From an optimization exercise on the open Yosys and OpenROAD flow, aimed at a short achievable clock period and few clock cycles; shortcuts taken in it are not production practice.
Only simulation tests tie the RTL to the original design; equivalence was not proved.
No activity file was given, so power comes from the tool's default toggle rates.

==> flow/design.v (outline; a module is shown in full before it is edited, if it fits) <==
// module AND_GATE: 16 lines
// module AND_GATE_10_INPUTS: 56 lines
// module AND_GATE_5_INPUTS: 31 lines
// module AND_GATE_6_INPUTS: 36 lines
// module AND_GATE_7_INPUTS: 41 lines
// module AND_GATE_8_INPUTS: 46 lines
// module AND_GATE_BUS: 17 lines
// module Adder: 17 lines
// module Bit_Extender_12_32_SIGN: 8 lines
// module Bit_Extender_20_32_SIGN: 8 lines
// module Comparator: 24 lines
// module Multiplexer_16: 79 lines
// module Multiplexer_bus_16: 80 lines
// module Multiplexer_bus_2: 24 lines
// module Multiplexer_bus_4: 32 lines
// module NOR_GATE_BUS: 17 lines
// module NOT_GATE: 6 lines
// module OR_GATE: 16 lines
// module OR_GATE_11_INPUTS: 61 lines
// module OR_GATE_15_INPUTS: 81 lines
// module OR_GATE_20_INPUTS: 106 lines
// module OR_GATE_8_INPUTS: 46 lines
// module OR_GATE_9_INPUTS: 51 lines
// module OR_GATE_BUS: 17 lines
// module Priority_Encoder: 33 lines
// module Shifter_32_bit: 18 lines
// module Subtractor: 20 lines
// module XOR_GATE_BUS: 23 lines
// module CPU: 493 lines
// module controller: 114 lines
// module controlsignal: 1202 lines
// module controlcompute: 1347 lines
// module alu: 175 lines
// module regifile: 28 lines
// module REGISTER_FLIP_FLOP: 26 lines
// module REGISTER_FLIP_FLOP_PC: 26 lines
module CPU( clk,
            rst,
            go,
            imem_addr,
            imem_rdata,
            dmem_addr,
            dmem_wdata,
            dmem_we,
            dmem_rdata,
            led,
            halted);
  // ...
==> flow/run.sh <==
#!/bin/bash
# synth_recipe.tcl (not shown) runs the flow's synth.tcl, then flattens the netlist and writes it again
# the make line also repeats each setting of config.mk as NAME=value (left out here)
make -C /OpenROAD-flow-scripts/flow DESIGN_CONFIG=/design/flow/config.mk WORK_HOME=/design/flow/orfs CLKGATE_MAP_FILE= SYNTH_SCRIPT=/design/flow/synth_recipe.tcl finish
==> flow/config.mk <==
export PLATFORM = sky130hd
export DESIGN_NAME = CPU
export DESIGN_NICKNAME = CPU
export VERILOG_FILES = /design/flow/design.v
export SDC_FILE = /design/flow/constraint.sdc
export NUM_CORES = 4
export LEC_CHECK = 0
export CAP_MARGIN = 20
export CORE_MARGIN = 2
export CORE_UTILIZATION = 40
export SLEW_MARGIN = 20
==> flow/constraint.sdc <==
create_clock -name core_clock -period 25.0 [get_ports {clk}]
set_input_delay 5.0000 -clock core_clock [delete_from_list [all_inputs] [get_ports {clk}]]
set_output_delay 5.0000 -clock core_clock [all_outputs]
set_load 0.01 [all_outputs]
==> impl.org, run 1 <==
** Yosys
- The synthesized netlist devotes 0.7922% of its cell area to XOR and XNOR gates.
- Library cells used by synthesis :: 119
- Ranking of synthesized cells by instance count :: edfxtp_1 (992), nand2_1 (682), a21oi_1 (374), nand3_1 (352), o21ai_0 (313)
- Fraction of the yosys area taken by sequential cells :: 48.08%
- Post-synthesis instance area :: 65230 um^2
- Synthesized flop and latch total :: 1055
- Counting flops with an async set or reset pin after synthesis yields a share of 5.972%.
- The synthesized design spends more area on one cell type than any other, namely edfxtp_1.
- Mean area per synthesized cell :: 10.55 um^2
- Syn Nets :: 6388

** Power and ir drop
- Summed over all nets, the switching power comes to 2.553 mW.
- Max rail drop VDD :: 0.07640 mV
- Per report_power, the Combinational row totals 1.94 mW.
- Seq pwr :: 2.19 mW

** Critical path
- Number of gates on the worst path with buffers counted :: 30
- Setup slack on the worst reg-to-reg path comes out at 5560 ps.
- Data arrival time of the critical path :: 12560 ps
- STA puts the critical path data required time at 12930 ps.
- Kind of cell adding the most delay to the critical path :: compound AO/OA/AOI/OAI gates

** Layout
- The final layout contains a sequential cell count of 1055.
- Multi-input combinational gate total :: 4451
- The top cell types in the final layout, fill and taps aside, are inv_1 (1136), edfxtp_1 (992), buf_4 (694).
- The finished layout holds 9985 standard cells, fillers aside.
- Net count, final :: 7903

** Hold path
- The min-delay analysis places its worst path in the category reg -> reg.
- The worst hold path begins at REGISTER_FILE_1.s_state_reg[0].

** Global routing
- For this run, global-route usage on met1 was measured as 48.41%.
- For met3 alone, demand over resource in global routing was 13.25%.

** CTS
- Gates resized during post-CTS repair numbered 0.
- CTS sink count :: 1055
- In this run the clock root is driven by a clkbuf_16.

** Die
- During I/O placement, the number of pins put on the boundary was 153.
- Total number of tap cells :: 2175

** Status
- Result of the run :: no timing/DRC/antenna violations

** Drt
- Routed length on met1 :: 120300 um

** Placed design
- Final HPWL from detailed placement :: 227800 um

** Timing
- Summed negative setup slack over all endpoints :: 0 ps
Testbench counts, summed over its fixed seeds: cycles 39,453.
==> module CPU, before the edit <==
module CPU( clk,
            rst,
            go,
            imem_addr,
            imem_rdata,
            dmem_addr,
            dmem_wdata,
            dmem_we,
            dmem_rdata,
            led,
            halted);
   input  clk;
   input  rst;
   input  go;
   input[31:0]  imem_rdata;
   input[31:0]  dmem_rdata;
   output[9:0]  imem_addr;
   output[9:0]  dmem_addr;
   output[31:0] dmem_wdata;
   output       dmem_we;
   output[31:0] led;
   output       halted;
   wire[4:0] s_LOGISIM_BUS_100;
   wire[4:0] s_LOGISIM_BUS_101;
   wire[31:0] s_LOGISIM_BUS_102;
   wire[31:0] s_LOGISIM_BUS_104;
   wire[31:0] s_LOGISIM_BUS_105;
   wire[31:0] s_LOGISIM_BUS_106;
   wire[31:0] s_LOGISIM_BUS_109;
   wire[31:0] s_LOGISIM_BUS_11;
   wire[3:0] s_LOGISIM_BUS_111;
   wire[11:0] s_LOGISIM_BUS_113;
   wire[31:0] s_LOGISIM_BUS_115;
   wire[4:0] s_LOGISIM_BUS_119;
   wire[4:0] s_LOGISIM_BUS_120;
   wire[31:0] s_LOGISIM_BUS_121;
   wire[31:0] s_LOGISIM_BUS_122;
   wire[2:0] s_LOGISIM_BUS_17;
   wire[31:0] s_LOGISIM_BUS_2;
   wire[7:0] s_LOGISIM_BUS_20;
   wire[31:0] s_LOGISIM_BUS_22;
   wire[3:0] s_LOGISIM_BUS_23;
   wire[6:0] s_LOGISIM_BUS_24;
   wire[7:0] s_LOGISIM_BUS_26;
   wire[31:0] s_LOGISIM_BUS_27;
   wire[15:0] s_LOGISIM_BUS_28;
   wire[31:0] s_LOGISIM_BUS_3;
   wire[4:0] s_LOGISIM_BUS_30;
   wire[11:0] s_LOGISIM_BUS_31;
   wire[31:0] s_LOGISIM_BUS_34;
   wire[31:0] s_LOGISIM_BUS_35;
   wire[4:0] s_LOGISIM_BUS_36;
   wire[1:0] s_LOGISIM_BUS_37;
   wire[31:0] s_LOGISIM_BUS_38;
   wire[31:0] s_LOGISIM_BUS_39;
   wire[31:0] s_LOGISIM_BUS_40;
   wire[31:0] s_LOGISIM_BUS_41;
   wire[31:0] s_LOGISIM_BUS_42;
   wire[31:0] s_LOGISIM_BUS_44;
   wire[19:0] s_LOGISIM_BUS_52;
   wire[31:0] s_LOGISIM_BUS_53;
   wire[4:0] s_LOGISIM_BUS_60;
   wire[9:0] s_LOGISIM_BUS_64;
   wire[5:0] s_LOGISIM_BUS_65;
   wire[7:0] s_LOGISIM_BUS_69;
   wire[31:0] s_LOGISIM_BUS_70;
   wire[31:0] s_LOGISIM_BUS_76;
   wire[31:0] s_LOGISIM_BUS_77;
   wire[4:0] s_LOGISIM_BUS_78;
   wire[31:0] s_LOGISIM_BUS_83;
   wire[4:0] s_LOGISIM_BUS_84;
   wire[31:0] s_LOGISIM_BUS_85;
   wire[31:0] s_LOGISIM_BUS_86;
   wire[31:0] s_LOGISIM_BUS_87;
   wire[11:0] s_LOGISIM_BUS_90;
   wire[31:0] s_LOGISIM_BUS_94;
   wire[15:0] s_LOGISIM_BUS_99;
   wire s_LOGISIM_NET_0;
   wire s_LOGISIM_NET_1;
   wire s_LOGISIM_NET_103;
   wire s_LOGISIM_NET_107;
   wire s_LOGISIM_NET_108;
   wire s_LOGISIM_NET_112;
   wire s_LOGISIM_NET_116;
   wire s_LOGISIM_NET_118;
   wire s_LOGISIM_NET_12;
   wire s_LOGISIM_NET_15;
   wire s_LOGISIM_NET_16;
   wire s_LOGISIM_NET_18;
   wire s_LOGISIM_NET_19;
   wire s_LOGISIM_NET_21;
   wire s_LOGISIM_NET_25;
   wire s_LOGISIM_NET_32;
   wire s_LOGISIM_NET_33;
   wire s_LOGISIM_NET_4;
   wire s_LOGISIM_NET_45;
   wire s_LOGISIM_NET_46;
   wire s_LOGISIM_NET_49;
   wire s_LOGISIM_NET_5;
   wire s_LOGISIM_NET_50;
   wire s_LOGISIM_NET_51;
   wire s_LOGISIM_NET_55;
   wire s_LOGISIM_NET_56;
   wire s_LOGISIM_NET_57;
   wire s_LOGISIM_NET_58;
   wire s_LOGISIM_NET_6;
   wire s_LOGISIM_NET_61;
   wire s_LOGISIM_NET_62;
   wire s_LOGISIM_NET_66;
   wire s_LOGISIM_NET_67;
   wire s_LOGISIM_NET_68;
   wire s_LOGISIM_NET_7;
   wire s_LOGISIM_NET_71;
   wire s_LOGISIM_NET_72;
   wire s_LOGISIM_NET_74;
   wire s_LOGISIM_NET_75;
   wire s_LOGISIM_NET_8;
   wire s_LOGISIM_NET_80;
   wire s_LOGISIM_NET_82;
   wire s_LOGISIM_NET_88;
   wire s_LOGISIM_NET_89;
   wire s_LOGISIM_NET_9;
   wire s_LOGISIM_NET_91;
   wire s_LOGISIM_NET_93;
   wire s_LOGISIM_NET_95;
   wire s_LOGISIM_NET_96;
   wire s_LOGISIM_NET_97;
   wire s_LOGISIM_NET_98;
   assign s_LOGISIM_BUS_17[0]                = s_LOGISIM_BUS_2[12];
   assign s_LOGISIM_BUS_30[0]                = s_LOGISIM_BUS_17[0];
   assign s_LOGISIM_BUS_17[1]                = s_LOGISIM_BUS_2[13];
   assign s_LOGISIM_BUS_30[1]                = s_LOGISIM_BUS_17[1];
   assign s_LOGISIM_BUS_17[2]                = s_LOGISIM_BUS_2[14];
   assign s_LOGISIM_BUS_30[2]                = s_LOGISIM_BUS_17[2];
   assign s_LOGISIM_NET_18                   = s_LOGISIM_BUS_2[25];
   assign s_LOGISIM_BUS_30[3]                = s_LOGISIM_NET_18;
   assign s_LOGISIM_NET_19                   = s_LOGISIM_BUS_2[30];
   assign s_LOGISIM_BUS_30[4]                = s_LOGISIM_NET_19;
   assign s_LOGISIM_BUS_20[0]                = s_LOGISIM_BUS_2[12];
   assign s_LOGISIM_BUS_52[11]               = s_LOGISIM_BUS_20[0];
   assign s_LOGISIM_BUS_20[1]                = s_LOGISIM_BUS_2[13];
   assign s_LOGISIM_BUS_52[12]               = s_LOGISIM_BUS_20[1];
   assign s_LOGISIM_BUS_20[2]                = s_LOGISIM_BUS_2[14];
   assign s_LOGISIM_BUS_52[13]               = s_LOGISIM_BUS_20[2];
   assign s_LOGISIM_BUS_20[3]                = s_LOGISIM_BUS_2[15];
   assign s_LOGISIM_BUS_52[14]               = s_LOGISIM_BUS_20[3];
   assign s_LOGISIM_BUS_20[4]                = s_LOGISIM_BUS_2[16];
   assign s_LOGISIM_BUS_52[15]               = s_LOGISIM_BUS_20[4];
   assign s_LOGISIM_BUS_20[5]                = s_LOGISIM_BUS_2[17];
   assign s_LOGISIM_BUS_52[16]               = s_LOGISIM_BUS_20[5];
   assign s_LOGISIM_BUS_20[6]                = s_LOGISIM_BUS_2[18];
   assign s_LOGISIM_BUS_52[17]               = s_LOGISIM_BUS_20[6];
   assign s_LOGISIM_BUS_20[7]                = s_LOGISIM_BUS_2[19];
   assign s_LOGISIM_BUS_52[18]               = s_LOGISIM_BUS_20[7];
   assign s_LOGISIM_BUS_24[0]                = s_LOGISIM_BUS_2[25];
   assign s_LOGISIM_BUS_31[5]                = s_LOGISIM_BUS_24[0];
   assign s_LOGISIM_BUS_24[1]                = s_LOGISIM_BUS_2[26];
   assign s_LOGISIM_BUS_31[6]                = s_LOGISIM_BUS_24[1];
   assign s_LOGISIM_BUS_24[2]                = s_LOGISIM_BUS_2[27];
   assign s_LOGISIM_BUS_31[7]                = s_LOGISIM_BUS_24[2];
   assign s_LOGISIM_BUS_24[3]                = s_LOGISIM_BUS_2[28];
   assign s_LOGISIM_BUS_31[8]                = s_LOGISIM_BUS_24[3];
   assign s_LOGISIM_BUS_24[4]                = s_LOGISIM_BUS_2[29];
   assign s_LOGISIM_BUS_31[9]                = s_LOGISIM_BUS_24[4];
   assign s_LOGISIM_BUS_24[5]                = s_LOGISIM_BUS_2[30];
   assign s_LOGISIM_BUS_31[10]               = s_LOGISIM_BUS_24[5];
   assign s_LOGISIM_BUS_24[6]                = s_LOGISIM_BUS_2[31];
   assign s_LOGISIM_BUS_31[11]               = s_LOGISIM_BUS_24[6];
   assign s_LOGISIM_NET_56                   = s_LOGISIM_BUS_2[7];
   assign s_LOGISIM_BUS_90[10]               = s_LOGISIM_NET_56;
   assign s_LOGISIM_BUS_64[0]                = s_LOGISIM_BUS_2[21];
   assign s_LOGISIM_BUS_52[0]                = s_LOGISIM_BUS_64[0];
   assign s_LOGISIM_BUS_64[1]                = s_LOGISIM_BUS_2[22];
   assign s_LOGISIM_BUS_52[1]                = s_LOGISIM_BUS_64[1];
   assign s_LOGISIM_BUS_64[2]                = s_LOGISIM_BUS_2[23];
   assign s_LOGISIM_BUS_52[2]                = s_LOGISIM_BUS_64[2];
   assign s_LOGISIM_BUS_64[3]                = s_LOGISIM_BUS_2[24];
   assign s_LOGISIM_BUS_52[3]                = s_LOGISIM_BUS_64[3];
   assign s_LOGISIM_BUS_64[4]                = s_LOGISIM_BUS_2[25];
   assign s_LOGISIM_BUS_52[4]                = s_LOGISIM_BUS_64[4];
   assign s_LOGISIM_BUS_64[5]                = s_LOGISIM_BUS_2[26];
   assign s_LOGISIM_BUS_52[5]                = s_LOGISIM_BUS_64[5];
   assign s_LOGISIM_BUS_64[6]                = s_LOGISIM_BUS_2[27];
   assign s_LOGISIM_BUS_52[6]                = s_LOGISIM_BUS_64[6];
   assign s_LOGISIM_BUS_64[7]                = s_LOGISIM_BUS_2[28];
   assign s_LOGISIM_BUS_52[7]                = s_LOGISIM_BUS_64[7];
   assign s_LOGISIM_BUS_64[8]                = s_LOGISIM_BUS_2[29];
   assign s_LOGISIM_BUS_52[8]                = s_LOGISIM_BUS_64[8];
   assign s_LOGISIM_BUS_64[9]                = s_LOGISIM_BUS_2[30];
   assign s_LOGISIM_BUS_52[9]                = s_LOGISIM_BUS_64[9];
   assign s_LOGISIM_BUS_65[0]                = s_LOGISIM_BUS_2[25];
   assign s_LOGISIM_BUS_90[4]                = s_LOGISIM_BUS_65[0];
   assign s_LOGISIM_BUS_65[1]                = s_LOGISIM_BUS_2[26];
   assign s_LOGISIM_BUS_90[5]                = s_LOGISIM_BUS_65[1];
   assign s_LOGISIM_BUS_65[2]                = s_LOGISIM_BUS_2[27];
   assign s_LOGISIM_BUS_90[6]                = s_LOGISIM_BUS_65[2];
   assign s_LOGISIM_BUS_65[3]                = s_LOGISIM_BUS_2[28];
   assign s_LOGISIM_BUS_90[7]                = s_LOGISIM_BUS_65[3];
   assign s_LOGISIM_BUS_65[4]                = s_LOGISIM_BUS_2[29];
   assign s_LOGISIM_BUS_90[8]                = s_LOGISIM_BUS_65[4];
   assign s_LOGISIM_BUS_65[5]                = s_LOGISIM_BUS_2[30];
   assign s_LOGISIM_BUS_90[9]                = s_LOGISIM_BUS_65[5];
   assign s_LOGISIM_NET_80                   = s_LOGISIM_BUS_2[31];
   assign s_LOGISIM_BUS_52[19]               = s_LOGISIM_NET_80;
   assign s_LOGISIM_NET_91                   = s_LOGISIM_BUS_2[31];
   assign s_LOGISIM_BUS_90[11]               = s_LOGISIM_NET_91;
   assign s_LOGISIM_NET_97                   = s_LOGISIM_BUS_2[20];
   assign s_LOGISIM_BUS_52[10]               = s_LOGISIM_NET_97;
   assign s_LOGISIM_BUS_101[0]               = s_LOGISIM_BUS_2[7];
   assign s_LOGISIM_BUS_31[0]                = s_LOGISIM_BUS_101[0];
   assign s_LOGISIM_BUS_101[1]               = s_LOGISIM_BUS_2[8];
   assign s_LOGISIM_BUS_31[1]                = s_LOGISIM_BUS_101[1];
   assign s_LOGISIM_BUS_101[2]               = s_LOGISIM_BUS_2[9];
   assign s_LOGISIM_BUS_31[2]                = s_LOGISIM_BUS_101[2];
   assign s_LOGISIM_BUS_101[3]               = s_LOGISIM_BUS_2[10];
   assign s_LOGISIM_BUS_31[3]                = s_LOGISIM_BUS_101[3];
   assign s_LOGISIM_BUS_101[4]               = s_LOGISIM_BUS_2[11];
   assign s_LOGISIM_BUS_31[4]                = s_LOGISIM_BUS_101[4];
   assign s_LOGISIM_BUS_111[0]               = s_LOGISIM_BUS_2[8];
   assign s_LOGISIM_BUS_90[0]                = s_LOGISIM_BUS_111[0];
   assign s_LOGISIM_BUS_111[1]               = s_LOGISIM_BUS_2[9];
   assign s_LOGISIM_BUS_90[1]                = s_LOGISIM_BUS_111[1];
   assign s_LOGISIM_BUS_111[2]               = s_LOGISIM_BUS_2[10];
   assign s_LOGISIM_BUS_90[2]                = s_LOGISIM_BUS_111[2];
   assign s_LOGISIM_BUS_111[3]               = s_LOGISIM_BUS_2[11];
   assign s_LOGISIM_BUS_90[3]                = s_LOGISIM_BUS_111[3];
   assign s_LOGISIM_NET_112                  = clk;
   assign s_LOGISIM_NET_107                  = rst;
   assign s_LOGISIM_NET_108                  = go;
   assign led                                = s_LOGISIM_BUS_122[31:0];
   assign halted                             = s_LOGISIM_NET_89;
   assign s_LOGISIM_BUS_53[31:0] = 32'd65535;
   assign s_LOGISIM_BUS_60[4:0] = 5'd10;
   assign s_LOGISIM_NET_62 = 1'd0;
   assign s_LOGISIM_NET_118 = 1'd1;
   assign s_LOGISIM_BUS_119[4:0] = 5'd17;
   assign s_LOGISIM_BUS_83[31:0] = 32'd4;
   assign s_LOGISIM_BUS_77[31:0] = 32'hfffffffe;
   assign s_LOGISIM_NET_61 = 1'd0;
   assign s_LOGISIM_NET_45 = 1'd0;
   assign s_LOGISIM_BUS_99[15:0] = 16'd0;
   assign s_LOGISIM_NET_5 = 1'd1;
   assign s_LOGISIM_NET_6 = 1'd1;
   assign s_LOGISIM_NET_33 = 1'd0;
   assign s_LOGISIM_BUS_100[4:0] = 5'd16;
   assign s_LOGISIM_NET_7 = 1'd0;
   assign s_LOGISIM_BUS_84[4:0] = 5'd1;
   assign s_LOGISIM_NET_4 = 1'd0;
   assign s_LOGISIM_BUS_105[31:0] = 32'd0;
   assign s_LOGISIM_BUS_35[31:0] = 32'd34;
   assign s_LOGISIM_NET_66 = 1'd1;
   assign s_LOGISIM_NET_1 = 1'd0;
   assign s_LOGISIM_BUS_36[4:0] = 5'd1;
   Priority_Encoder #(.NrOfInputBits(4),
                      .NrOfSelectBits(2))
      PRIENC_1 (.Address(s_LOGISIM_BUS_37[1:0]),
                .EnableOut(),
                .GroupSelect(),
                .enable(s_LOGISIM_NET_66),
                .input_vector({s_LOGISIM_NET_50,
                               s_LOGISIM_NET_25,
                               s_LOGISIM_NET_72,
                               s_LOGISIM_NET_5}));
   NOT_GATE      GATE_1 (.Input_1(s_LOGISIM_NET_89),
                         .Result(s_LOGISIM_NET_71));
   Bit_Extender_12_32_SIGN      BitExtender_1 (.imm_in(s_LOGISIM_BUS_90[11:0]),
                                               .imm_out(s_LOGISIM_BUS_106[31:0]));
   OR_GATE #(.BubblesMask(0))
      GATE_2 (.Input_1(s_LOGISIM_NET_25),
              .Input_2(s_LOGISIM_NET_50),
              .Result(s_LOGISIM_NET_68));
   Bit_Extender_20_32_SIGN      BitExtender_2 (.imm_in(s_LOGISIM_BUS_52[19:0]),
                                               .imm_out(s_LOGISIM_BUS_76[31:0]));
   AND_GATE #(.BubblesMask(0))
      GATE_3 (.Input_1(s_LOGISIM_NET_75),
              .Input_2(s_LOGISIM_NET_95),
              .Result(s_LOGISIM_NET_15));
   Adder #(.ExtendedBits(33),
           .NrOfBits(32))
      ADDER2C_1 (.CarryIn(s_LOGISIM_NET_61),
                 .CarryOut(),
                 .DataA(s_LOGISIM_BUS_109[31:0]),
                 .DataB(s_LOGISIM_BUS_83[31:0]),
                 .Result(s_LOGISIM_BUS_3[31:0]));
   OR_GATE #(.BubblesMask(0))
      GATE_4 (.Input_1(s_LOGISIM_NET_108),
              .Input_2(s_LOGISIM_NET_98),
              .Result(s_LOGISIM_NET_93));
   Multiplexer_bus_2 #(.NrOfBits(5))
      MUX_1 (.Enable(1'b1),
             .MuxIn_0(s_LOGISIM_BUS_2[19:15]),
             .MuxIn_1(s_LOGISIM_BUS_119[4:0]),
             .MuxOut(s_LOGISIM_BUS_78[4:0]),
             .Sel(s_LOGISIM_NET_32));
   OR_GATE #(.BubblesMask(0))
      GATE_5 (.Input_1(s_LOGISIM_NET_16),
              .Input_2(s_LOGISIM_NET_15),
              .Result(s_LOGISIM_NET_72));
   Multiplexer_bus_2 #(.NrOfBits(32))
      MUX_2 (.Enable(1'b1),
             .MuxIn_0(s_LOGISIM_BUS_105[31:0]),
             .MuxIn_1(s_LOGISIM_BUS_27[31:0]),
             .MuxOut(s_LOGISIM_BUS_38[31:0]),
             .Sel(s_LOGISIM_NET_96));
   AND_GATE_BUS #(.BubblesMask(0),
                  .NrOfBits(32))
      GATE_6 (.Input_1(s_LOGISIM_BUS_104[31:0]),
              .Input_2(s_LOGISIM_BUS_77[31:0]),
              .Result(s_LOGISIM_BUS_102[31:0]));
   REGISTER_FLIP_FLOP #(.ActiveLevel(1),
                        .NrOfBits(32))
      REGISTER_FILE_1 (.Clock(s_LOGISIM_NET_112),
                       .ClockEnable(s_LOGISIM_NET_96),
                       .D(s_LOGISIM_BUS_38[31:0]),
                       .Q(s_LOGISIM_BUS_122[31:0]),
                       .Reset(s_LOGISIM_NET_107),
                       .Tick(1'b1),
                       .cs(s_LOGISIM_NET_1),
                       .pre(s_LOGISIM_NET_1));
   Multiplexer_bus_2 #(.NrOfBits(32))
      MUX_3 (.Enable(1'b1),
             .MuxIn_0(s_LOGISIM_BUS_85[31:0]),
             .MuxIn_1(s_LOGISIM_BUS_34[31:0]),
             .MuxOut(s_LOGISIM_BUS_41[31:0]),
             .Sel(s_LOGISIM_NET_103));
   Comparator #(.NrOfBits(32),
                .TwosComplement(1))
      Comparator_1 (.A_EQ_B(s_LOGISIM_NET_9),
                    .A_GT_B(),
                    .A_LT_B(),
                    .DataA(s_LOGISIM_BUS_35[31:0]),
                    .DataB(s_LOGISIM_BUS_86[31:0]));
   OR_GATE #(.BubblesMask(0))
      GATE_7 (.Input_1(s_LOGISIM_NET_108),
              .Input_2(s_LOGISIM_NET_71),
              .Result(s_LOGISIM_NET_46));
   Multiplexer_bus_2 #(.NrOfBits(32))
      MUX_4 (.Enable(1'b1),
             .MuxIn_0(s_LOGISIM_BUS_104[31:0]),
             .MuxIn_1(s_LOGISIM_BUS_94[31:0]),
             .MuxOut(s_LOGISIM_BUS_85[31:0]),
             .Sel(s_LOGISIM_NET_74));
   Multiplexer_bus_4 #(.NrOfBits(32))
      MUX_5 (.Enable(1'b1),
             .MuxIn_0(s_LOGISIM_BUS_3[31:0]),
             .MuxIn_1(s_LOGISIM_BUS_40[31:0]),
             .MuxIn_2(s_LOGISIM_BUS_44[31:0]),
             .MuxIn_3(s_LOGISIM_BUS_102[31:0]),
             .MuxOut(s_LOGISIM_BUS_42[31:0]),
             .Sel(s_LOGISIM_BUS_37[1:0]));
   NOT_GATE      GATE_8 (.Input_1(s_LOGISIM_NET_12),
                         .Result(s_LOGISIM_NET_116));
   AND_GATE #(.BubblesMask(0))
      GATE_9 (.Input_1(s_LOGISIM_NET_12),
              .Input_2(s_LOGISIM_NET_49),
              .Result(s_LOGISIM_NET_0));
   Multiplexer_bus_2 #(.NrOfBits(12))
      MUX_6 (.Enable(1'b1),
             .MuxIn_0(s_LOGISIM_BUS_2[31:20]),
             .MuxIn_1(s_LOGISIM_BUS_31[11:0]),
             .MuxOut(s_LOGISIM_BUS_113[11:0]),
             .Sel(s_LOGISIM_NET_67));
   Adder #(.ExtendedBits(33),
           .NrOfBits(32))
      ADDER2C_2 (.CarryIn(s_LOGISIM_NET_62),
                 .CarryOut(),
                 .DataA(s_LOGISIM_BUS_22[31:0]),
                 .DataB(s_LOGISIM_BUS_109[31:0]),
                 .Result(s_LOGISIM_BUS_44[31:0]));
   Adder #(.ExtendedBits(33),
           .NrOfBits(32))
      ADDER2C_3 (.CarryIn(s_LOGISIM_NET_45),
                 .CarryOut(),
                 .DataA(s_LOGISIM_BUS_11[31:0]),
                 .DataB(s_LOGISIM_BUS_109[31:0]),
                 .Result(s_LOGISIM_BUS_40[31:0]));
   Multiplexer_bus_2 #(.NrOfBits(5))
      MUX_7 (.Enable(1'b1),
             .MuxIn_0(s_LOGISIM_BUS_2[24:20]),
             .MuxIn_1(s_LOGISIM_BUS_60[4:0]),
             .MuxOut(s_LOGISIM_BUS_120[4:0]),
             .Sel(s_LOGISIM_NET_32));
   assign dmem_addr                          = s_LOGISIM_BUS_104[11:2];
   assign dmem_wdata                         = s_LOGISIM_BUS_27[31:0];
   assign dmem_we                            = s_LOGISIM_NET_58;
   assign s_LOGISIM_BUS_94[31:0]             = dmem_rdata;
   Shifter_32_bit #(.ShifterMode(2))
      Shifter_1 (.DataA(s_LOGISIM_BUS_85[31:0]),
                 .Result(s_LOGISIM_BUS_70[31:0]),
                 .ShiftAmount(s_LOGISIM_BUS_100[4:0]));
   Shifter_32_bit #(.ShifterMode(0))
      Shifter_2 (.DataA(s_LOGISIM_BUS_76[31:0]),
                 .Result(s_LOGISIM_BUS_22[31:0]),
                 .ShiftAmount(s_LOGISIM_BUS_36[4:0]));
   AND_GATE #(.BubblesMask(0))
      GATE_10 (.Input_1(s_LOGISIM_NET_32),
               .Input_2(s_LOGISIM_NET_9),
               .Result(s_LOGISIM_NET_96));
   AND_GATE #(.BubblesMask(0))
      GATE_11 (.Input_1(s_LOGISIM_NET_32),
               .Input_2(s_LOGISIM_NET_21),
               .Result(s_LOGISIM_NET_89));
   Multiplexer_bus_2 #(.NrOfBits(32))
      MUX_8 (.Enable(1'b1),
             .MuxIn_0(s_LOGISIM_BUS_85[31:0]),
             .MuxIn_1(s_LOGISIM_BUS_70[31:0]),
             .MuxOut(s_LOGISIM_BUS_115[31:0]),
             .Sel(s_LOGISIM_BUS_104[1]));
   Shifter_32_bit #(.ShifterMode(0))
      Shifter_3 (.DataA(s_LOGISIM_BUS_106[31:0]),
                 .Result(s_LOGISIM_BUS_11[31:0]),
                 .ShiftAmount(s_LOGISIM_BUS_84[4:0]));
   AND_GATE_BUS #(.BubblesMask(0),
                  .NrOfBits(32))
      GATE_12 (.Input_1(s_LOGISIM_BUS_115[31:0]),
               .Input_2(s_LOGISIM_BUS_53[31:0]),
               .Result(s_LOGISIM_BUS_34[31:0]));
   assign imem_addr                          = s_LOGISIM_BUS_109[11:2];
   assign s_LOGISIM_BUS_2[31:0]              = imem_rdata;
   NOT_GATE      GATE_13 (.Input_1(s_LOGISIM_NET_89),
                          .Result(s_LOGISIM_NET_98));
   OR_GATE #(.BubblesMask(0))
      GATE_14 (.Input_1(s_LOGISIM_NET_0),
               .Input_2(s_LOGISIM_NET_88),
               .Result(s_LOGISIM_NET_16));
   AND_GATE #(.BubblesMask(0))
      GATE_15 (.Input_1(s_LOGISIM_NET_116),
               .Input_2(s_LOGISIM_NET_55),
               .Result(s_LOGISIM_NET_88));
   NOT_GATE      GATE_16 (.Input_1(s_LOGISIM_NET_8),
                          .Result(s_LOGISIM_NET_75));
   Multiplexer_bus_2 #(.NrOfBits(32))
      MUX_9 (.Enable(1'b1),
             .MuxIn_0(s_LOGISIM_BUS_41[31:0]),
             .MuxIn_1(s_LOGISIM_BUS_3[31:0]),
             .MuxOut(s_LOGISIM_BUS_121[31:0]),
             .Sel(s_LOGISIM_NET_68));
   NOT_GATE      GATE_17 (.Input_1(s_LOGISIM_NET_58),
                          .Result(s_LOGISIM_NET_82));
   Multiplexer_bus_2 #(.NrOfBits(32))
      MUX_10 (.Enable(1'b1),
              .MuxIn_0(s_LOGISIM_BUS_27[31:0]),
              .MuxIn_1(s_LOGISIM_BUS_39[31:0]),
              .MuxOut(s_LOGISIM_BUS_87[31:0]),
              .Sel(s_LOGISIM_NET_51));
   REGISTER_FLIP_FLOP_PC #(.ActiveLevel(1),
                           .NrOfBits(32))
      REGISTER_FILE_2 (.Clock(s_LOGISIM_NET_112),
                       .ClockEnable(s_LOGISIM_NET_93),
                       .D(s_LOGISIM_BUS_42[31:0]),
                       .Q(s_LOGISIM_BUS_109[31:0]),
                       .Reset(s_LOGISIM_NET_107),
                       .Tick(1'b1),
                       .cs(s_LOGISIM_NET_33),
                       .pre(s_LOGISIM_NET_33));
   Bit_Extender_12_32_SIGN      BitExtender_3 (.imm_in(s_LOGISIM_BUS_113[11:0]),
                                               .imm_out(s_LOGISIM_BUS_39[31:0]));
   NOT_GATE      GATE_18 (.Input_1(s_LOGISIM_NET_9),
                          .Result(s_LOGISIM_NET_21));
   controller      controller_1 (.ALU_OP(s_LOGISIM_BUS_23[3:0]),
                                 .ALU_SRC(s_LOGISIM_NET_51),
                                 .Beq(s_LOGISIM_NET_49),
                                 .Bne(s_LOGISIM_NET_55),
                                 .CSR(),
                                 .Funct(s_LOGISIM_BUS_30[4:0]),
                                 .IR21(s_LOGISIM_BUS_2[21]),
                                 .JAL(s_LOGISIM_NET_25),
                                 .Jalr(s_LOGISIM_NET_50),
                                 .MemToReg(s_LOGISIM_NET_74),
                                 .MemWrite(s_LOGISIM_NET_58),
                                 .OP(s_LOGISIM_BUS_2[6:2]),
                                 .RegWrite(s_LOGISIM_NET_8),
                                 .S_type(s_LOGISIM_NET_67),
                                 .ecall(s_LOGISIM_NET_32),
                                 .half(s_LOGISIM_NET_103),
                                 .uret(s_LOGISIM_NET_57));
   alu      alu_1 (.AluOP(s_LOGISIM_BUS_23[3:0]),
                   .Equal(s_LOGISIM_NET_12),
                   .LESS(s_LOGISIM_NET_95),
                   .NOTLESS(),
                   .Result(s_LOGISIM_BUS_104[31:0]),
                   .Result_2(),
                   .X(s_LOGISIM_BUS_86[31:0]),
                   .Y(s_LOGISIM_BUS_87[31:0]));
   regifile      regifile_1 (.Clk(s_LOGISIM_NET_112),
                             .Din(s_LOGISIM_BUS_121[31:0]),
                             .R1(s_LOGISIM_BUS_86[31:0]),
                             .R1Adr(s_LOGISIM_BUS_78[4:0]),
                             .R2(s_LOGISIM_BUS_27[31:0]),
                             .R2Adr(s_LOGISIM_BUS_120[4:0]),
                             .WAdr(s_LOGISIM_BUS_2[11:7]),
                             .WE(s_LOGISIM_NET_8));
endmodule
==> inputs of run 2 (changes only) <==
==> flow/design.v (replaced) <==
`timescale 1ns/1ps
module CPU (clk, rst, go, imem_addr, imem_rdata, dmem_addr, dmem_wdata,
            dmem_we, dmem_rdata, led, halted);
   input         clk;
   input         rst;
   input         go;
   output [9:0]  imem_addr;
   input  [31:0] imem_rdata;
   output [9:0]  dmem_addr;
   output [31:0] dmem_wdata;
   output        dmem_we;
   input  [31:0] dmem_rdata;
   output [31:0] led;
   output        halted;
   reg  [31:0] pc_f;
   reg         x_valid;
   reg  [31:0] x_ir;
   reg  [31:0] x_pc;
   reg  [31:0] x_pc4;
   reg  [4:0]  m_rd;         
   reg  [31:0] m_res;
   reg         m_ld;
   reg         m_lhu;
   reg         m_a1;
   reg  [9:0]  dmem_addr_r;
   reg  [31:0] dmem_wdata_r;
   reg         dmem_we_r;
   reg  [4:0]  w_rd;
   reg  [31:0] w_alu;
   reg  [31:0] w_mem;
   reg         w_ld;
   reg         w_lhu;
   reg         w_a1;
   reg  [31:0] led_r;
   reg         halted_r;
   assign imem_addr  = pc_f[11:2];
   assign dmem_addr  = dmem_addr_r;
   assign dmem_wdata = dmem_wdata_r;
   assign dmem_we    = dmem_we_r;
   assign led        = led_r;
   assign halted     = halted_r;
   wire [31:0] w_half = {16'd0, w_a1 ? w_mem[31:16] : w_mem[15:0]};
   wire [31:0] w_val  = w_ld ? (w_lhu ? w_half : w_mem) : w_alu;
   wire [31:0] rf [0:31];
   assign rf[0] = 32'd0;
   genvar gi;
   generate
      for (gi = 1; gi < 32; gi = gi + 1) begin : gen_rf
         reg [31:0] r;
         always @(posedge clk)
            if (w_rd == gi) r <= w_val;
         assign rf[gi] = r;
      end
   endgenerate
   wire [6:0] opc  = x_ir[6:0];
   wire [4:0] rd   = x_ir[11:7];
   wire [2:0] f3   = x_ir[14:12];
   wire [4:0] rs1  = x_ir[19:15];
   wire [4:0] rs2  = x_ir[24:20];
   wire is_op   = (opc == 7'b0110011);
   wire is_opi  = (opc == 7'b0010011);
   wire is_ld   = (opc == 7'b0000011);
   wire is_st   = (opc == 7'b0100011);
   wire is_br   = (opc == 7'b1100011);
   wire is_jal  = (opc == 7'b1101111);
   wire is_jalr = (opc == 7'b1100111);
   wire is_sys  = (opc == 7'b1110011) && !x_ir[21];
   wire writes_rd = is_op | is_opi | is_ld | is_jal | is_jalr;
   wire uses_rs1  = is_op | is_opi | is_ld | is_st | is_br | is_jalr;
   wire uses_rs2  = is_op | is_st | is_br;
   wire [31:0] imm_i = {{20{x_ir[31]}}, x_ir[31:20]};
   wire [31:0] imm_s = {{20{x_ir[31]}}, x_ir[31:25], x_ir[11:7]};
   wire [31:0] imm_b = {{19{x_ir[31]}}, x_ir[31], x_ir[7], x_ir[30:25], x_ir[11:8], 1'b0};
   wire [31:0] imm_j = {{11{x_ir[31]}}, x_ir[31], x_ir[19:12], x_ir[20], x_ir[30:21], 1'b0};
   wire m_hit1 = (m_rd != 5'd0) && (m_rd == rs1);
   wire w_hit1 = (w_rd != 5'd0) && (w_rd == rs1);
   wire m_hit2 = (m_rd != 5'd0) && (m_rd == rs2);
   wire w_hit2 = (w_rd != 5'd0) && (w_rd == rs2);
   wire [31:0] opa = m_hit1 ? m_res : w_hit1 ? w_val : rf[rs1];
   wire [31:0] opb = m_hit2 ? m_res : w_hit2 ? w_val : rf[rs2];
   wire [31:0] a7 = (m_rd == 5'd17) ? m_res : (w_rd == 5'd17) ? w_val : rf[17];
   wire [31:0] a0 = (m_rd == 5'd10) ? m_res : (w_rd == 5'd10) ? w_val : rf[10];
   wire hazard = x_valid && m_ld && (m_rd != 5'd0) &&
                 ((uses_rs1 && m_rd == rs1) || (uses_rs2 && m_rd == rs2) ||
                  (is_sys && (m_rd == 5'd17 || m_rd == 5'd10)));
   wire stall  = hazard | halted_r;
   wire x_go   = x_valid & ~stall;
   wire [31:0] alu_b   = is_op ? opb : imm_i;
   wire        sub     = is_op & x_ir[30];
   wire [31:0] addsub  = sub ? (opa - alu_b) : (opa + alu_b);
   wire        lt_s    = ($signed(opa) < $signed(alu_b));
   wire        lt_u    = (opa < alu_b);
   wire [4:0]  shamt   = alu_b[4:0];
   wire [31:0] sll     = opa << shamt;
   wire [31:0] srx     = $signed({x_ir[30] & opa[31], opa}) >>> shamt;
   reg  [31:0] alu_res;
   always @(*) begin
      case (f3)
         3'd0: alu_res = addsub;
         3'd1: alu_res = sll;
         3'd2: alu_res = {31'd0, lt_s};
         3'd3: alu_res = {31'd0, lt_u};
         3'd4: alu_res = opa ^ alu_b;
         3'd5: alu_res = srx;
         3'd6: alu_res = opa | alu_b;
         default: alu_res = opa & alu_b;
      endcase
   end
   wire        eq      = (opa == opb);
   wire        blt     = ($signed(opa) < $signed(opb));
   wire        taken   = is_br & ((f3 == 3'd0) ? eq : (f3 == 3'd1) ? ~eq : blt);
   wire        quirk   = is_jalr && (rd == rs1) && (rd != 5'd0);
   wire [31:0] base    = quirk ? x_pc4 : opa;
   wire [31:0] sum     = base + (is_st ? imm_s : imm_i);
   wire [31:0] rel     = x_pc + (is_jal ? imm_j : imm_b);
   wire        redirect = x_go & (taken | is_jal | is_jalr);
   wire [31:0] target  = is_jalr ? {sum[31:1], 1'b0} : rel;
   wire        ecall_go = x_go & is_sys;
   wire        disp     = (a7 == 32'd34);
   always @(posedge clk or posedge rst) begin
      if (rst) begin
         pc_f    <= 32'd0;
         x_valid <= 1'b0;
      end else if (redirect) begin
         pc_f    <= target;
         x_valid <= 1'b0;
      end else if (!stall) begin
         pc_f    <= pc_f + 32'd4;
         x_valid <= 1'b1;
      end
   end
   always @(posedge clk) begin
      if (!stall) begin
         x_ir  <= imem_rdata;
         x_pc  <= pc_f;
         x_pc4 <= pc_f + 32'd4;
      end
   end
   always @(posedge clk or posedge rst) begin
      if (rst) begin
         m_rd      <= 5'd0;
         m_ld      <= 1'b0;
         dmem_we_r <= 1'b0;
         w_rd      <= 5'd0;
         w_ld      <= 1'b0;
         led_r     <= 32'd0;
         halted_r  <= 1'b0;
      end else begin
         m_rd      <= (x_go & writes_rd) ? rd : 5'd0;
         m_ld      <= x_go & is_ld;
         dmem_we_r <= x_go & is_st;
         w_rd      <= m_rd;
         w_ld      <= m_ld;
         if (ecall_go & disp)
            led_r <= a0;
         if (halted_r) begin
            if (go) halted_r <= 1'b0;
         end else if (ecall_go & ~disp)
            halted_r <= 1'b1;
      end
   end
   always @(posedge clk) begin
      m_res        <= (is_jal | is_jalr) ? x_pc4 : alu_res;
      m_lhu        <= (f3 == 3'd5);
      m_a1         <= sum[1];
      dmem_addr_r  <= sum[11:2];
      dmem_wdata_r <= opb;
      w_alu        <= m_res;
      w_mem        <= dmem_rdata;
      w_lhu        <= m_lhu;
      w_a1         <= m_a1;
   end
endmodule
==> impl.org, run 2 <==
** Drt
- After detailed routing, the average wire length per cell comes to 42.48 um.
- The detail route stage leaves a number of antenna-violating nets equal to 0.
- In the routed design, unresolved DRC markers number 0.
- Iter 0 DRT Violations :: 14490
- Total iterations of the first detailed-routing run :: 14
- Using the TritonRoute via totals, the vias-per-cell ratio works out to 7.281.
- The routed layout has 64040 vias.
- Total Wirelength :: 373700 um

** Global routing
- The via count of the first global-routing pass came to 59170.
- Global routing consumed, over all layers together, 41.28% of the routing resources.
- The first global-routing pass estimated 500200 um of wire.
- Antenna violations before repair :: 26
- Pin count of the biggest net entering global routing :: 66
- The total overflow left after global routing is 0.

** Yosys
- Library cells used by synthesis :: 110 (-7.6%)
- The average instance area after synthesis is 10.99 um^2 (+4.2%).
- Post-Synthesis Cells :: 6281
- Number of warnings reported in the yosys synthesis log :: 1
- Syn Nets :: 6544 (+2.4%)
- Count of flip-flops with a built-in enable after synthesis :: 1022
- The portion of the post-synthesis area used by sequential elements was 53.30% (+5.2 points).
- Among all flip-flop cells after synthesis, the most frequent one is edfxtp_1.
- Async S/R FF share, synth :: 6.044% (+0.073 points)
- Summed over all instances, the cell type with the most area after synthesis is edfxtp_1.
- Among all cell types in the netlist, the one instantiated most often is edfxtp_1.
- The post-synthesis cell area was 69030 um^2 (+5.8%).
- The synthesized flop and latch total was 1307 (+24%).
- Proportion of netlist area held by the largest area contributor :: 44.46%
- Ranking of synthesized cells by instance count :: edfxtp_1 (1022), a22oi_1 (715), nand2_1 (478), nor2_1 (369), a21oi_1 (289)
- In the post-synthesis netlist, the biggest area contributors are edfxtp_1 (44%), a22oi_1 (7.8%), dfxtp_1 (6.0%).

** Layout
- The register with the most flip-flops in the final layout is gen_rf.r.
- Commonest cells after routing, fill and taps aside :: edfxtp_1 (1022), a22oi_1 (715), nand2_1 (478)
- The register with the most flip-flops in the layout has 992 of them.
- Area of all placed cells without fillers :: 78740 um^2
- The layout has 15890 filler cells.
- Total area of multi-input combinational cells :: 30010 um^2
- The area growth from synthesis to layout is 14.06%.
- The library cell used most frequently in the layout, excluding fill and tap cells, is edfxtp_1.
- Share of final-layout standard cells stronger than drive strength 1 :: 11.39%
- In the final layout, flip-flops and latches occupy 36790 um^2.
- Net count, final :: 6606 (-16%)

** Critical path
- Source of the critical timing path :: x_ir[21]
- Most frequent cell on the critical path :: a21oi_1
- The worst endpoint required time was 25760 ps (+12830 ps).
- Startpoint-to-endpoint class of the critical path :: reg -> reg
- The slowest stage of the critical path is the nor2_4 cell.
- Element type at the critical path end :: flip-flop
- Walking the worst path, the cells encountered are buf_4 > nand2b_1 > nor2_4 > buf_4 > a22oi_1 > and4_1 > a31oi_1 > o22ai_1 > o21a_1 > buf_4 > ha_1 > a21oi_1 > a21oi_1 > o21a_1 > o21ba_2 > o21ai_0 > a21oi_1 > o311ai_0 > a21oi_1 > o211ai_1 > a21oi_1 > or3_1 > nand3_1.
- STA classifies the critical path startpoint as a flip-flop.
- Start of the worst register-to-register path :: x_ir[21]
- For this run, the slowest stage of the critical path takes 930 ps.
- The arrival time of data at the critical path endpoint is 10300 ps (-2260 ps).
- Crit path max fanout :: 25

** Power and ir drop
- Total net switching power :: 2.130 mW (-17%)
- In this run the static leakage power is 29.62 nW.
- Sequential share of power :: 42.6%
- Cell internal power was estimated by the tool at 4.280 mW.
- The share of total power dissipated in the clock network is 35.3%.
- Power spread over the standard cell area amounts to 81.41 nW/um^2.
- The peak supply drop is 0.07067 mV (-7.5%).
- Switching power share of the total :: 33.23%
- Post-layout power :: 6.410 mW
- The share of total power dissipated in combinational logic is 22.1%.

** CTS
- CTS built an H-tree with a depth of 4.
- Post-CTS timing repair inserted 0 buffers for setup.
- CTS tree :: yes
- Clock network latency to the later pin of the worst-skew pair :: 840 ps
- Root buf cell :: clkbuf_16
- For this design, the CTS-stage hold fixing added 0 buffers.
- Number of buffers created by CTS :: 145
- Max Root-Sink Buffers :: 3
- Clock-pin slew of the registers on the worst-case setup and hold paths :: 70 ps
- Number of resized instances in the post-cts repair step :: 0 (unchanged)
- CTS sink count :: 1307 (+24%)

** Timing
- Static timing analysis puts the maximum clock frequency at 0.1048 GHz.
- Setup clock skew after layout :: 51.98 ps
- Once routing completed, OpenROAD measured the worst setup slack at 15460 ps.
- Min Clock Period, post-route :: 9542 ps
- Pins over their slew limit :: 0
- Summed negative setup slack over all endpoints :: 0 ps (unchanged)
- Setup repair after global routing left no endpoint under its margin.
- Final hold violation count :: 0
- Worst slack on hold paths :: 334.3 ps
- At the pin with the least slew margin, the transition time is 1317 ps.
- In this run the tightest slew margin relative to its limit is 11.83%.
- Part of the cycle the worst path needs :: 38.17%
- Setup violations remaining at the end of the flow were counted as 0.

** Placed design
- Total placed instance area :: 73680 um^2
- At the end of routability-driven placement, the weighted congestion stood at 1.082.
- The post-detailed-placement half-perimeter wirelength came to 237800 um (+4.4%).
- Timing analysis after detailed placement gives a worst setup slack of 16160 ps.
- Port buffering added 152 buffers.

** Die
- Total number of placement rows :: 152
- Die Y :: 419.4 um
- The count of boundary I/O pins is 153 (unchanged).
- Die width :: 419.4 um
- Area of the placeable core :: 171500 um^2
- Initial cell density of the core :: 40.24%
- Die ar. :: 175900 um^2

** Hold path
- Min-delay worst type :: reg -> reg
- In this run the most critical hold path is launched from m_lhu.

** Status
- Result of the run :: no timing/DRC/antenna violations

** Flow run
- Max-cap violations in this run came to 0.
run 2: cell count changes after synthesis, sizes merged, moves of 63 or more:
cell	delta
a211oi	-90
a21oi	-89
a22oi	+672
a31oi	-78
and3	+217
dfxtp	+206
inv	+63
mux4	-92
nand2	-206
nand3	-130
nand4	+89
nor2	+66
o21ai	-70
o221ai	-147
run 2: cell families (layout without fill, tap and decap cells):
group	count (synthesis)	after routing	share of synthesized area [%]
muxes	296	296	4.499
and+or+nand+nor	1837	1837	13.40
adders and majority gates	196	196	3.596
other	0	22	0
AOI/OAI and AO/OA	1857	1857	19.36
DFF	1307	1307	53.30
buffers and inverters	668	851	4.334
xor gates and xnor gates	120	120	1.523
run 2: critical path: cells and delay by family (launching register included):
family                   cells  cell delay (ps)
AO/OA/AOI/OAI               14             5270
adder cells (fa/ha/maj)      1              380
buffers and inverters        3             1150
flip-flops                   1              360
AND/OR/NAND/NOR              5             2240
run 2: path summary, 6_finish.rpt:
check / end / cells after the start / slack [ps]
worst max register to register: m_res[31] / 23 / 15460
worst min-delay path: w_lhu / 0 / 330
worst max-delay path: m_res[31] / 23 / 15460
min in group asynchronous: led_r[0] / 2 / 4580
worst min register to register: w_lhu / 0 / 330
max in group asynchronous: led_r[20] / 3 / 19220
run 2: metal layers:
layer  GRT usage [%]  routed length, um  up-vias
met5           1.139                470        -
met4           26.36              31550       30
met3           18.40              63830     1714
met2           53.63             140200     6778
met1           54.87             137700    30960
li1                -                  -    24560
run 2: cell type report:
class | count | area share (%)
Sequential cell | 1307 | 46.73
Multi-Input combinational cell | 4306 | 38.12
Clock buffer | 171 | 4.915
Timing Repair Buffer | 384 | 4.170
Tap cell | 2310 | 3.671
Clock inverter | 97 | 1.371
Inverter | 199 | 0.9551
Antenna cell | 22 | 0.06992
run 2: power groups by stage:
stage	Sequential [mW]	Combinational (mW)	Clock (mW)
2_1_floorplan	2.67	0.805	0
4_1_cts	2.71	1.34	2.26
3_3_place_gp	2.76	1.33	0
5_1_grt	2.73	1.47	2.34
3_5_place_dp	2.76	1.33	0
6_report	2.73	1.42	2.26
run 2: metrics by stage:
| stage | util (%) | cells |
|---|---|---|
| after floorplan | - | 6281 |
| after global placement | 42.94 | 8504 |
| after detailed placement | 42.95 | 8505 |
| after CTS | 45.84 | 8773 |
| after global routing | 45.87 | 8776 |
| final | 45.90 | 8796 |
Testbench counts of run 2, summed over its fixed seeds: cycles 46,601.
==> inputs of run 3 (changes only) <==
==> flow/design.v (replaced) <==
`timescale 1ns/1ps
module CPU (clk, rst, go, imem_addr, imem_rdata, dmem_addr, dmem_wdata,
            dmem_we, dmem_rdata, led, halted);
   input         clk;
   input         rst;
   input         go;
   output [9:0]  imem_addr;
   input  [31:0] imem_rdata;
   output [9:0]  dmem_addr;
   output [31:0] dmem_wdata;
   output        dmem_we;
   input  [31:0] dmem_rdata;
   output [31:0] led;
   output        halted;
   reg  [31:0] pc_f;
   reg         x_valid;
   reg  [31:0] x_ir;
   reg  [31:0] x_imm;        
   reg  [31:0] x_pc;
   reg  [31:0] x_pc4;
   reg         x_pred;       
   reg  [31:0] x_ptgt;       
   reg  [31:1] x_s1;         
   reg  [31:1] x_s2;
   reg         x_fm1, x_fw1, x_fm2, x_fw2;    
   reg         x_hz;         
   reg  [4:0]  x_rd;         
   reg         x_ld, x_st, x_jal, x_jalr, x_sys, x_link;
   reg         x_beq, x_bne, x_blt;
   reg         x_rr;         
   reg         x_sub;        
   reg         x_quirk;      
   reg         x_sel_add, x_sel_log, x_sel_shf, x_sel_lt;
   reg  [1:0]  x_log;        
   reg         x_ltu;
   reg         x_sra;
   reg         x_right;
   reg  [4:0]  m_rd;         
   reg  [31:0] m_add;
   reg  [31:0] m_log;
   reg  [31:0] m_shf;
   reg         m_lt;
   reg         m_sel_add, m_sel_log, m_sel_shf, m_sel_lt;
   reg         m_ld;
   reg         m_lhu;
   reg         m_a1;
   reg  [9:0]  dmem_addr_r;
   reg  [31:0] dmem_wdata_r;
   reg         dmem_we_r;
   reg  [4:0]  w_rd;
   reg  [31:0] w_alu;
   reg  [31:0] w_mem;
   reg         w_ld;
   reg         w_lhu;
   reg         w_a1;
   reg  [31:0] led_r;
   reg         halted_r;
   assign imem_addr  = pc_f[11:2];
   assign dmem_addr  = dmem_addr_r;
   assign dmem_wdata = dmem_wdata_r;
   assign dmem_we    = dmem_we_r;
   assign led        = led_r;
   assign halted     = halted_r;
   localparam NB = 16;
   reg  [NB-1:0] btb_v;
   reg  [5:0]    btb_tag [0:NB-1];
   reg  [9:0]    btb_tgt [0:NB-1];
   wire [3:0]    f_idx  = pc_f[5:2];
   wire          f_hit  = btb_v[f_idx] && (btb_tag[f_idx] == pc_f[11:6]);
   wire [31:0]   f_tgt  = {pc_f[31:12], btb_tgt[f_idx], 2'b00};
   wire [31:0]   f_pc4  = pc_f + 32'd4;
   wire [31:0] m_val  = ({32{m_sel_add}} & m_add) | ({32{m_sel_log}} & m_log) |
                        ({32{m_sel_shf}} & m_shf) | {31'd0, m_sel_lt & m_lt};
   wire [31:0] w_half = {16'd0, w_a1 ? w_mem[31:16] : w_mem[15:0]};
   wire [31:0] w_val  = w_ld ? (w_lhu ? w_half : w_mem) : w_alu;
   reg  [31:0] rf1, rf2;
   wire [31:0] rf [1:31];
   genvar gi;
   generate
      for (gi = 1; gi < 32; gi = gi + 1) begin : gen_rf
         reg [31:0] r;
         always @(posedge clk)
            if (w_rd == gi) r <= w_val;
         assign rf[gi] = r;
      end
   endgenerate
   integer k;
   always @(*) begin
      rf1 = 32'd0;
      rf2 = 32'd0;
      for (k = 1; k < 32; k = k + 1) begin
         rf1 = rf1 | ({32{x_s1[k]}} & rf[k]);
         rf2 = rf2 | ({32{x_s2[k]}} & rf[k]);
      end
   end
   wire [31:0] opa = x_fm1 ? m_val : x_fw1 ? w_val : rf1;
   wire [31:0] opb = x_fm2 ? m_val : x_fw2 ? w_val : rf2;
   wire stall  = (x_valid & x_hz) | (halted_r & ~go);
   wire x_go   = x_valid & ~stall;
   wire [31:0] alu_b   = x_rr ? opb : x_imm;
   wire [31:0] addsub;
   wire        carry;
   ks_add32 u_alu (.a(opa), .b(alu_b ^ {32{x_sub}}), .cin(x_sub), .s(addsub), .cout(carry));
   wire        lt_s    = (opa[31] ^ alu_b[31]) ? opa[31] : addsub[31];
   wire        lt_u    = ~carry;
   wire [4:0]  shamt   = alu_b[4:0];
   wire [31:0] sll     = opa << shamt;
   wire [31:0] srx     = $signed({x_sra & opa[31], opa}) >>> shamt;
   wire [31:0] logic_r = x_link ? x_pc4 :
                         (x_log == 2'd0) ? (opa ^ alu_b) :
                         (x_log == 2'd2) ? (opa | alu_b) : (opa & alu_b);
   wire        eq      = (opa == opb);
   wire        taken   = (x_beq & eq) | (x_bne & ~eq) | (x_blt & lt_s);
   wire [31:0] base    = x_quirk ? x_pc4 : opa;
   wire [31:0] sum;
   ks_add32 u_agu (.a(base), .b(x_imm), .cin(1'b0), .s(sum), .cout());
   wire [31:0] rel;
   ks_add32 u_rel (.a(x_pc), .b(x_imm), .cin(1'b0), .s(rel), .cout());
   wire        off4    = (x_imm == 32'd4);
   wire        jump    = (taken | x_jal) & ~off4;
   wire        pred_ok = (rel == x_ptgt);
   wire        redirect = x_go & (x_jalr | (x_pred ? ~(jump & pred_ok) : jump));
   wire [31:0] target  = x_jalr ? {sum[31:1], 1'b0} : jump ? rel : x_pc4;
   wire        btb_set = x_go & jump & ~x_pred;
   wire        btb_clr = x_go & x_pred & ~(jump & pred_ok);
   wire        ecall_go = x_go & x_sys;
   wire        disp     = (opa == 32'd34);
   wire [31:0] in     = imem_rdata;
   wire [6:0]  in_opc = in[6:0];
   wire [2:0]  in_f3  = in[14:12];
   wire        in_op  = (in_opc == 7'b0110011);
   wire        in_opi = (in_opc == 7'b0010011);
   wire        in_ld  = (in_opc == 7'b0000011);
   wire        in_st  = (in_opc == 7'b0100011);
   wire        in_br  = (in_opc == 7'b1100011);
   wire        in_jal = (in_opc == 7'b1101111);
   wire        in_jalr = (in_opc == 7'b1100111);
   wire        in_sys = (in_opc == 7'b1110011) && !in[21];
   wire        in_alu = in_op | in_opi;
   wire        in_u1  = in_op | in_opi | in_ld | in_st | in_br | in_jalr | in_sys;
   wire        in_u2  = in_op | in_st | in_br | in_sys;
   wire        in_wr  = in_op | in_opi | in_ld | in_jal | in_jalr;
   wire [4:0]  in_rd  = (in_wr && in[11:7] != 5'd0) ? in[11:7] : 5'd0;
   wire [4:0]  in_rs1 = in_sys ? 5'd17 : in[19:15];
   wire [4:0]  in_rs2 = in_sys ? 5'd10 : in[24:20];
   wire [31:0] in_imm = in_st  ? {{20{in[31]}}, in[31:25], in[11:7]} :
                        in_br  ? {{19{in[31]}}, in[31], in[7], in[30:25], in[11:8], 1'b0} :
                        in_jal ? {{11{in[31]}}, in[31], in[19:12], in[20], in[30:21], 1'b0} :
                                 {{20{in[31]}}, in[31:20]};
   wire [4:0]  nm_rd  = x_valid ? x_rd : 5'd0;
   always @(posedge clk or posedge rst) begin
      if (rst) begin
         pc_f    <= 32'd0;
         x_valid <= 1'b0;
      end else if (redirect) begin
         pc_f    <= target;
         x_valid <= 1'b0;
      end else if (!stall) begin
         pc_f    <= f_hit ? f_tgt : f_pc4;
         x_valid <= 1'b1;
      end
   end
   always @(posedge clk) begin
      if (!stall) begin
         x_ir      <= in;
         x_imm     <= in_imm;
         x_pc      <= pc_f;
         x_pc4     <= f_pc4;
         x_pred    <= f_hit;
         x_ptgt    <= f_tgt;
         for (k = 1; k < 32; k = k + 1) begin
            x_s1[k] <= (in_rs1 == k);
            x_s2[k] <= (in_rs2 == k);
         end
         x_rd      <= in_rd;
         x_ld      <= in_ld;
         x_st      <= in_st;
         x_jal     <= in_jal;
         x_jalr    <= in_jalr;
         x_sys     <= in_sys;
         x_link    <= in_jal | in_jalr;
         x_beq     <= in_br & (in_f3 == 3'd0);
         x_bne     <= in_br & (in_f3 == 3'd1);
         x_blt     <= in_br & (in_f3 == 3'd4);
         x_rr      <= in_op | in_br;
         x_sub     <= in_br | (in_op & in[30] & (in_f3 == 3'd0)) | (in_f3 == 3'd2) | (in_f3 == 3'd3);
         x_quirk   <= in_jalr & (in[11:7] == in[19:15]) & (in[11:7] != 5'd0);
         x_sel_add <= in_alu & (in_f3 == 3'd0);
         x_sel_shf <= in_alu & (in_f3 == 3'd1 || in_f3 == 3'd5);
         x_sel_lt  <= in_alu & (in_f3 == 3'd2 || in_f3 == 3'd3);
         x_sel_log <= (in_alu & (in_f3 == 3'd4 || in_f3 == 3'd6 || in_f3 == 3'd7)) | in_jal | in_jalr;
         x_log     <= {in_f3[1], in_f3[0]};
         x_ltu     <= in_f3[0];
         x_sra     <= in[30];
         x_right   <= in_f3[2];
         x_fm1     <= (nm_rd != 5'd0) && (nm_rd == in_rs1);
         x_fm2     <= (nm_rd != 5'd0) && (nm_rd == in_rs2);
         x_fw1     <= (m_rd != 5'd0) && (m_rd == in_rs1);
         x_fw2     <= (m_rd != 5'd0) && (m_rd == in_rs2);
         x_hz      <= x_valid && x_ld && (nm_rd != 5'd0) &&
                      ((in_u1 && nm_rd == in_rs1) || (in_u2 && nm_rd == in_rs2));
      end else begin
         x_fm1  <= 1'b0;
         x_fm2  <= 1'b0;
         x_fw1  <= x_fm1;
         x_fw2  <= x_fm2;
         x_hz   <= 1'b0;
      end
   end
   reg          u_set, u_clr;
   reg  [3:0]   u_idx;
   reg  [5:0]   u_tag;
   reg  [9:0]   u_tgt;
   always @(posedge clk or posedge rst) begin
      if (rst) begin
         u_set <= 1'b0;
         u_clr <= 1'b0;
         btb_v <= {NB{1'b0}};
      end else begin
         u_set <= btb_set;
         u_clr <= btb_clr;
         if (u_set)
            btb_v[u_idx] <= 1'b1;
         else if (u_clr)
            btb_v[u_idx] <= 1'b0;
      end
   end
   always @(posedge clk) begin
      u_idx <= x_pc[5:2];
      u_tag <= x_pc[11:6];
      u_tgt <= rel[11:2];
      if (u_set) begin
         btb_tag[u_idx] <= u_tag;
         btb_tgt[u_idx] <= u_tgt;
      end
   end
   always @(posedge clk or posedge rst) begin
      if (rst) begin
         m_rd      <= 5'd0;
         m_ld      <= 1'b0;
         dmem_we_r <= 1'b0;
         w_rd      <= 5'd0;
         w_ld      <= 1'b0;
         led_r     <= 32'd0;
         halted_r  <= 1'b0;
      end else begin
         m_rd      <= x_go ? x_rd : 5'd0;
         m_ld      <= x_go & x_ld;
         dmem_we_r <= x_go & x_st;
         w_rd      <= m_rd;
         w_ld      <= m_ld;
         if (ecall_go & disp)
            led_r <= opb;
         halted_r  <= (halted_r & ~go) | (ecall_go & ~disp);
      end
   end
   always @(posedge clk) begin
      m_add        <= addsub;
      m_log        <= logic_r;
      m_shf        <= x_right ? srx : sll;
      m_lt         <= x_ltu ? lt_u : lt_s;
      m_sel_add    <= x_sel_add;
      m_sel_log    <= x_sel_log;
      m_sel_shf    <= x_sel_shf;
      m_sel_lt     <= x_sel_lt;
      m_lhu        <= (x_ir[14:12] == 3'd5);
      m_a1         <= sum[1];
      dmem_addr_r  <= sum[11:2];
      dmem_wdata_r <= opb;
      w_alu        <= m_val;
      w_mem        <= dmem_rdata;
      w_lhu        <= m_lhu;
      w_a1         <= m_a1;
   end
endmodule
module ks_add32 (a, b, cin, s, cout);
   input  [31:0] a;
   input  [31:0] b;
   input         cin;
   output [31:0] s;
   output        cout;
   wire [31:0] p0 = a ^ b;
   wire [31:0] g [0:5];
   wire [31:0] p [0:5];
   assign g[0] = {a[31:1] & b[31:1], (a[0] & b[0]) | (p0[0] & cin)};
   assign p[0] = p0;
   genvar l, i;
   generate
      for (l = 1; l <= 5; l = l + 1) begin : lvl
         for (i = 0; i < 32; i = i + 1) begin : bt
            if (i >= (1 << (l - 1))) begin : op
               assign g[l][i] = g[l-1][i] | (p[l-1][i] & g[l-1][i - (1 << (l - 1))]);
               assign p[l][i] = p[l-1][i] & p[l-1][i - (1 << (l - 1))];
            end else begin : pass
               assign g[l][i] = g[l-1][i];
               assign p[l][i] = p[l-1][i];
            end
         end
      end
   endgenerate
   assign s    = p0 ^ {g[5][30:0], cin};
   assign cout = g[5][31];
endmodule
==> flow/flow/run.sh (new file) <==
#!/bin/bash
# The standard layout, with timing repair aimed at a much shorter period than
# the 25 ns the design is signed off at (the constraints are unchanged; only
# repair_timing's setup margin is raised), and with the resizer free to pick
# cells of any footprint.
set -euo pipefail
cd "$(dirname "$0")/.."
export SETUP_SLACK_MARGIN=19
bash standard.sh MATCH_CELL_FOOTPRINT=0 finish > standard_flow.log 2>&1
==> flow/standard.sh (new file) <==
#!/bin/bash
# synth_recipe.tcl (not shown) runs the flow's synth.tcl, then flattens the netlist and writes it again
# the make line also repeats each setting of config.mk as NAME=value (left out here)
make -C /OpenROAD-flow-scripts/flow DESIGN_CONFIG=/design/flow/config.mk WORK_HOME=/design/flow/orfs CLKGATE_MAP_FILE= SYNTH_SCRIPT=/design/flow/synth_recipe.tcl "${@:-finish}"
removed: flow/run.sh
==> impl.org, run 3 <==
** Timing
- The number of hold-slack violations in the final timing report is 0 (unchanged).
- The part of the cycle the worst path needs was 26.05% (-12 points).
- The worst max-slew margin expressed relative to the limit is 24.19% (+12 points).
- Setup repair after global routing could not meet its margin everywhere.
- Final setup vio count :: 0 (unchanged)
- Min Clock Period, post-route :: 6511 ps (-3031 ps)
- Summed negative setup slack over all endpoints :: 0 ps (unchanged)
- Achievable Freq :: 0.1536 GHz (+47%)
- The largest clock skew in the final design came to 128.5 ps (+76.56 ps).

** Critical path
- The combined buffer and inverter count along the critical path was 1 (-2).
- The worst endpoint required time came to 20000 ps (-5760 ps).
- The arrival time of data at the critical path endpoint was 1510 ps (-8790 ps).
- Element type at the critical path end :: output port
- The maximum net fanout on the critical path came to 2 (-92%).

** Placed design
- The final RePlAce weighted congestion was 0.9914 (-8.4%).
- The number of buffers added on ports is 152 (unchanged).

** Power and ir drop
- Power per unit of standard cell area :: 123.4 nW/um^2 (+52%)

** Drt
- Iter 0 DRT Violations :: 14820 (+2.3%)
- Antenna-violating nets left :: 0 (unchanged)
- The via count is 70530 (+10%).
- Detail-routed via count per cell :: 7.084 (-2.7%)

** Die
- Die Y :: 457.1 um (+9.0%)
- The chip width came to 457.1 um (+9.0%).
- Initial cell density of the core :: 40.18% (-0.064 points)
- The count of standard-cell rows is 166 (+9.2%).

** Hold path
- The worst hold path belongs to the class reg -> reg.

** Yosys
- Dominant cell by count in the synthesized netlist :: edfxtp_1
- The portion of the post-synthesis area used by sequential elements is 60.93% (+7.6 points).
- The post-synthesis cell area is 82110 um^2 (+19%).
- Ranked by instance count, the synthesized netlist is headed by edfxtp_1 (1428), a22oi_1 (402), nor2_1 (394), nand2_1 (390), a21oi_1 (365).
- Count of flip-flops with a built-in enable after synthesis :: 1428 (+40%)
- Library cells used by synthesis :: 103 (-6.4%)
- Mean area per synthesized cell :: 12.50 um^2 (+14%)
- Post-Synthesis Cells :: 6567 (+4.6%)
- The synthesis warning total was 2 (+1).

** Global routing
- The initial antenna violation count is 20 (-23%).
- Tot GR Track Use :: 35.68% (-5.6 points)
- The first-pass GRT wire length is 523700 um (+4.7%).
- Pin count of the biggest net entering global routing :: 68 (+3.0%)

** CTS
- Root buf cell :: clkbuf_16
- CTS sink count :: 1761 (+35%)
- TritonCTS built the clock tree.
- The cts-stage hold buffer count came to 0 (unchanged).

** Layout
- The number of flip-flops in the largest register was 992 (unchanged).
- Growth of design area from synthesis to finish :: 23.13%
- The net count reported at finish is 7330 (+11%).
- In the layout the commonest cells are edfxtp_1 (1428), buf_4 (400), a22oi_1 (398).

** Status
- The run finished with no timing, DRC or antenna violations.

** Flow run
- The max-capacitance violation count came to 0 (unchanged).
## run 3: cell families after synthesis
| group | after synthesis | synth area share [%] |
|---|---|---|
| buf+inv | 631 | 3.012 |
| compound gates | 2066 | 18.53 |
| simple gates | 1427 | 8.244 |
| flops | 1761 | 60.93 |
| fa+ha+maj | 165 | 2.542 |
| xor+xnor | 237 | 2.580 |
| mux | 280 | 4.163 |
## run 3: through the flow
stage               power [mW]  utilization (%)  instance area (um^2)  std cells
global placement         8.438            42.93                 87740       9226
CTS                      11.89            48.37                 98850       9821
finish                   12.48            49.47                101100       9957
floorplan                6.606                -                 82510       6567
detailed placement       8.461            42.95                 87780       9228
global route             12.75            49.45                101100       9941
## run 3: metal layers
metal / share of wire [%] / vias up / routed length [um] / global-route usage [%]
li1: - / 27120 / - / -
met1: 34 / 34050 / 134000 / 44.93
met2: 39 / 7208 / 152400 / 49.15
met3: 17 / 2135 / 65680 / 15.66
met4: 9.5 / 16 / 36960 / 24.07
met5: 0.050 / - / 195 / 0
## run 3: worst paths after layout
path / to / cells after the start / startpoint / slack [ps]
setup / recovery: imem_addr[0] / 1 / pc_f[2] / 18490
hold / removal: w_lhu / 0 / m_lhu / 330
setup reg to reg: pc_f[9] / 31 / x_s2[28] / 18700
hold reg to reg: w_lhu / 0 / m_lhu / 330
max in group asynchronous: led_r[17] / 4 / rst / 19160
min in group asynchronous: asynchronous set/reset pin / 3 / rst / 4690
## run 3: final cells by class
cell class | instances | area share, %
Antenna cell | 17 | 0.04207
Clock buffer | 225 | 4.888
Clock inverter | 115 | 1.496
Inverter | 202 | 0.8761
Multi-Input combinational cell | 4180 | 31.93
Sequential cell | 1761 | 49.56
Tap cell | 2688 | 3.326
Timing Repair Buffer | 749 | 7.769
Timing Repair inverter | 20 | 0.1176
## run 3: repair_timing
action	in CTS	in global routing
setup endpoints to repair	489	180
pin swaps	81	122
resized for setup	895	281
gates cloned	40	9
buffers inserted	213	108
## run 3: power by group
group          switching [mW]  total [mW]  internal (mW)
Sequential              0.324        4.01           3.69
Combinational            3.52        5.52           2.00
Clock                    1.26        2.95           1.69
Total                    5.11        12.5           7.37
Testbench counts of run 3, summed over its fixed seeds: cycles 42,774.

==> static timing again, ports no longer ideal <==
Ports are ideal in the flow. The routed layouts listed here were re-timed in OpenROAD.
Step 1: set_driving_cell puts a clkbuf_16 on clk and a buf_2 on each other input, an assumption about the parent block.
Step 2, shift: input delay + t, output delay - t, t = (earliest + latest rising clock arrival at the registers) / 2. This alone moves slack from input paths to output paths.
Slacks: no drivers / after step 1 / after step 2; pairs: no drivers / after step 1.
run | t, ns | slack for setup (ns)
run 2 | 0.902 | 15.458 / 15.458 / 15.458
run 3 | 0.899 | 18.489 / 18.406 / 17.949
After both steps setup and hold are still met in every run listed.
